Source: an optimization exercise on an open RTL-to-GDS flow (aim: small area, a short achievable clock period and few clock cycles per item). Production flows keep margins and buffers that such runs may drop. The RTL was checked by simulation tests, not by an equivalence proof against the original design. Power is estimated from default activity; no workload was simulated.

==> flow/design.v <==
`timescale 1ns / 1ps
module adder_189(a,b,cin,sum,cout);
parameter w=64;
input [w-1:0] a,b;
input cin;
output [w-1:0] sum;
output cout;
wire [w:0] total;
assign total=a+b+cin;
assign sum=total[w-1:0];
assign cout=total[w];
endmodule
`timescale 1ns / 1ps
module subtractor_256_bit_old(a,b,cin,sum,cout);
parameter w=64;
input [w-1:0] a,b;
input cin;
output [w-1:0] sum;
output cout;
wire [w:0] diff;
assign diff=a-b-cin;
assign sum=diff[w-1:0];
assign cout=diff[w];
endmodule
`timescale 1ns / 1ps
module simple_modular_adder(a,b,clk,rst,out,done);
input [255:0] a,b;
input clk,rst;
output [255:0] out;
wire [255:0] prime;
wire [255:0] add_out,sub_out;
output done;
wire sign;
assign prime=256'h7fffffffffffffffffffffffffffffffffffffffffffffffffffffffffffffed;
reg [255:0] reg_a, reg_b;
wire [63:0] sum_3,sum_4;
wire cout_3,cout_4;
reg cin_3,cin_4,rst_r,rst_rr;
reg [255:0] reg_sum_3,reg_sum_4,reg_p;
wire sum_4_en,sum_3_en;
reg [4:0] count;
wire done;
always@(posedge clk)
begin
if(rst)
count<=0;
else if(count==4'd6)
count<=count;
else
count<=count+1;
end
assign done=(count==4'd5)?1:0;
assign sum_3_en=(count<4'd4)?1:0;
assign sum_4_en=(count<4'd5)?1:0;
always@(posedge clk)
begin
if(rst)
begin
reg_a<=a;reg_b<=b;
cin_3<=1'd0;
end
else
begin
reg_a<={64'd0,reg_a[255:64]};reg_b<={64'd0,reg_b[255:64]};
cin_3<=cout_3;
end
end
always@(posedge clk)
begin
if(rst)
begin
reg_sum_3<=0;
end
else if(sum_3_en)
begin
reg_sum_3<={sum_3,reg_sum_3[255:64]};
end
else
reg_sum_3<=reg_sum_3;
end
always@(posedge clk)
begin
if(rst)
begin
reg_sum_4<=0;
end
else if(sum_4_en)
begin
reg_sum_4<={sum_4,reg_sum_4[255:64]};
end
else
reg_sum_4<=reg_sum_4;
end
always@(posedge clk)
begin
rst_r<=rst;
rst_rr<=rst_r;
end
always@(posedge clk)
begin
if(rst|rst_r)
begin
reg_p<=prime;
cin_4<=1'd0;
end
else 
begin
reg_p<={64'h0,reg_p[255:64]};
cin_4<=cout_4;
end
end
adder_189 #(.w(64)) add2(reg_a[63:0],reg_b[63:0],cin_3,sum_3,cout_3);
subtractor_256_bit_old #(.w(64)) sub(reg_sum_3[255:192],reg_p[63:0],cin_4,sum_4,cout_4);
assign sign=cin_4;
assign add_out=reg_sum_3[255:0];
assign sub_out=reg_sum_4[255:0];
assign out=(sign)?add_out:sub_out;
endmodule
==> flow/run.sh <==
#!/bin/bash
# synth_recipe.tcl (not shown) runs the flow's synth.tcl, then flattens the netlist and writes it again
# the make line also repeats each setting of config.mk as NAME=value (left out here)
make -C /OpenROAD-flow-scripts/flow DESIGN_CONFIG=/design/flow/config.mk WORK_HOME=/design/flow/orfs CLKGATE_MAP_FILE= SYNTH_SCRIPT=/design/flow/synth_recipe.tcl finish
==> flow/config.mk <==
export PLATFORM = sky130hd
export DESIGN_NAME = simple_modular_adder
export DESIGN_NICKNAME = simple_modular_adder
export VERILOG_FILES = /design/flow/design.v
export SDC_FILE = /design/flow/constraint.sdc
export NUM_CORES = 4
export LEC_CHECK = 0
export CAP_MARGIN = 20
export CORE_MARGIN = 2
export CORE_UTILIZATION = 40
export SLEW_MARGIN = 20
==> flow/constraint.sdc <==
create_clock -name core_clock -period 5.0 [get_ports {clk}]
set_input_delay 1.0000 -clock core_clock [delete_from_list [all_inputs] [get_ports {clk}]]
set_output_delay 1.0000 -clock core_clock [all_outputs]
set_load 0.01 [all_outputs]
==> metrics.yaml <==
die:
  io_pins: 771
  die_area_um2: 116000
  coreArea_um2: 112000
  die_h_um: 340
  start_util: 0.403
  dieWidth_um: 340
  num_rows: 123
run_status:
  status: "complete, no violations"
layout:
  final_cell_area_um2: 58000
  syn2layout_area_growth_pct: 28.4
  final_core_util: 0.517
  fin_nets: 6239
  final_cells: 7128
  final_layout_size_suffix_gt1_frac: 0.159
  final_cell_mix: "dfxtp_1, nand2_1, clkdlybuf4s50_1"
  final_common_cell: "dfxtp_1"
detailed_routing:
  ant_nets: 0
  wl_mm: 139
  drt_pass1_iterations: 5
  routed_via_density: 5.01
  vias: 35701
  wl_per_cell_um: 19.6
  route.detailed.drc: 0
  initialDrtViolationCount: 2350
setup_path:
  critPathKind: "flop to flop"
  worstPathRequired_ns: 5.54
  critPathLaunchType: "flop"
  cp.arrival_ns: 5.15
  r2r_cells: 18
  end_kind: "flop"
  path_max_fanout: 4
sta:
  relSlewSlack: 0.273
  finalSetupTns_ns: 0
  skew_ns: 0.0246
  slew_violations: 0
  finalCritPeriodShare: 0.923
  min_period_ns: 4.61
  fmax_mhz: 217
  tightest_slew_ns: 1.09
  setup_viol: 0
  grt_setup_unrepaired: "no"
  finalHoldViolations: 0
pwr:
  ir_drop_uv: 268
  power.density_nw_per_um2: 485
  p_leak_nw: 23.3
  finalPower_mw: 28.1
placed_design:
  placed_cells: 6914
  io_buffers: 770
  placedInstanceArea_um2: 54100
  hpwl_mm: 101
  gp_congestion: 0.898
logic_synthesis:
  synth_top_family_by_area: "multiplexers"
  ys.flop_type: "dfxtp_1"
  synth_compound_area_frac: 0.123
  synth_xor_area_frac: 0.0215
  synth_seq_cells: 1040
  netlist_instances: 4907
  yosys.area_share.simple: 0.137
  netlist_area_um2: 45200
  yosysWarnings: 1
  syn-num-nets: 5617
  ys_async_sr_fraction: 0
  synth_fa_ha_area_frac: 0.0550
  yosysSeqAreaShare: 0.461
  synth_mux_area_frac: 0.160
  synth_edf_count: 0
  avgSynthCellArea_um2: 9.21
  synth.distinct_cells: 69
global_route:
  overflow: 0
  antenna_found_initial: 17
  grt_start_max_net_pins: 200
  grt_pass1_vias: 34852
  track_usage: 0.233
  grt_pass1_wl_mm: 212
clock_tree:
  cts_buffers: 113
  clkSlewWorstSetupHoldPaths_ns: 0.06
  root_buffer: "clkbuf_16"
  max-clock-path-buffers: 3
  cts_tree: "built"
  insertion_delay_ns: 0.70
  h-tree-depth: 3
  cts_sinks: 1040
min_path:
  min_path_type: "flop to flop"
  hold_path_depth: 1
job:
  maxCapViolCount: 0
-- metal layers --
layer | track usage | routed length, µm | vias to the layer above
met5 | 0 | 88 | -
met4 | 0.0510 | 2160 | 16
met3 | 0.0500 | 8850 | 155
met2 | 0.376 | 64600 | 928
met1 | 0.320 | 63700 | 16697
li1 | - | - | 17905
-- power by group --
part / total [mW] / leakage [nW] / switching, mW / internal [mW]
Combinational: 9.21 / 12.8 / 4.89 / 4.32
Clock: 8.65 / 1.89 / 3.53 / 5.12
Sequential: 10.2 / 8.63 / 0.868 / 9.38
-- worst paths after layout --
| kind | endpoint | start | slack, ns |
|---|---|---|---|
| max | reg_sum_4[228]$_SDFFE_PP0N_ | cin_4$_SDFF_PP0_ | 0.39 |
| min | reg_p[126]$_SDFF_PP1_ | reg_p[190]$_SDFF_PP1_ | 0.40 |
| max reg2reg | reg_sum_4[228]$_SDFFE_PP0N_ | cin_4$_SDFF_PP0_ | 0.39 |
| min reg2reg | reg_p[126]$_SDFF_PP1_ | reg_p[190]$_SDFF_PP1_ | 0.40 |
-- synthesized netlist by cell type (6+ instances only) --
cell type,n,area share
a211oi_1,21,0.0035
a21boi_0,9,0.0015
a21o_1,75,0.012
a21oi_1,600,0.066
a221o_1,6,0.0013
a221oi_1,6,0.0012
a31oi_1,14,0.0019
and2_1,139,0.019
and3_1,16,0.0022
buf_1,9,0.00075
clkbuf_1,293,0.024
dfxtp_1,1040,0.46
ha_1,192,0.053
inv_1,218,0.018
mux2_2,640,0.16
nand2_1,1031,0.086
nand2b_1,13,0.0018
nand3_1,35,0.0039
nand3b_1,6,0.0010
nand4_1,32,0.0044
nor2_1,88,0.0073
nor2b_1,11,0.0015
nor3_1,32,0.0035
nor4_1,7,0.00097
o211ai_1,13,0.0022
o21a_1,24,0.0040
o21ai_0,95,0.011
o21bai_1,26,0.0043
o31ai_1,11,0.0018
or2_2,6,0.00083
or3_1,13,0.0018
xnor2_1,67,0.013
xor2_1,44,0.0085
-- registers in the layout, summed over array words and instances (netlist names) --
signal	cells
rst_r	1
cin_4	1
reg_sum_4	256
cin_3	1
reg_sum_3	256
reg_p	8
count	5
reg_b	256
reg_a	256
-- cell type report --
class / count / area [µm²]
Timing Repair Buffer: 812 / 8180
Fill cell: 10425 / 54200
Clock inverter: 52 / 673
Clock buffer: 160 / 3180
Tap cell: 1500 / 1880
Sequential cell: 1040 / 20800
Multi-Input combinational cell: 3344 / 22400
Antenna cell: 2 / 5.00
Inverter: 218 / 818
-- cell families (layout without fill, tap and decap cells) --
| group | after synthesis | in the layout |
|---|---|---|
| buffers and inverters | 523 | 1242 |
| multiplexers | 641 | 641 |
| flip-flops | 1040 | 1040 |
| AND/OR/NAND/NOR | 1442 | 1442 |
| other | 0 | 2 |
| adder cells (fa/ha/maj) | 196 | 196 |
| AO/OA/AOI/OAI | 954 | 954 |
| XOR/XNOR | 111 | 111 |
-- metrics by stage --
step	worst slack (ns)	hold slack (ns)
final	0.386	0.402
after global placement	0.249	0.387
after floorplan	0.0448	0.384
after global routing	0.0305	0.413
after detailed placement	0.227	0.394
after CTS	0.235	0.407
-- critical path, stage by stage (launching register included) --
cell	delay (ns)
dfxtp_4	0.34
inv_1	0.05
fa_1	0.52
inv_1	0.05
ha_1	0.18
or2_2	0.29
fa_1	0.40
nand2b_1	0.19
a31o_2	0.28
a211oi_1	0.25
o21ai_0	0.20
buf_4	0.20
a31o_2	0.27
a21o_1	0.22
a211oi_2	0.34
nor2_1	0.07
a211oi_1	0.38
xor2_1	0.18
o21ai_0	0.08
-- timing repair --
item,4_1_cts,5_1_grt
buffers inserted,0,0
hold buffers,0,0
gates resized for setup,0,6
setup endpoints to repair,0,9
Testbench counts, summed over its fixed seeds: cycles 3,072, items 512.

-- static timing again, ports no longer ideal --
The flow's constraints put no driver on any port. The routed layout listed below was extracted and timed again, unchanged, in two steps.
Step 1 (the two cells are an assumption about what drives the block):
set clk [get_ports {clk}]
set_driving_cell -lib_cell sky130_fd_sc_hd__clkbuf_16 $clk
set_driving_cell -lib_cell sky130_fd_sc_hd__buf_2 [delete_from_list [all_inputs] $clk]
Step 2 also shifts input and output timing later by t, the mid clock arrival at the registers, as if the neighbouring blocks saw the same clock.
Slacks: ideal ports / drivers / drivers and shift; pairs: ideal ports / drivers.
t (ns): 0.762
setup WS [ns]: 0.386 / 0.386 / 0.386
worst slew at a driven data input, ns: 0.13
After both steps setup and hold are still met in this run. For this run, drivers alone change the setup slack by 0.000 ns; drivers and shift together by 0.000 ns.
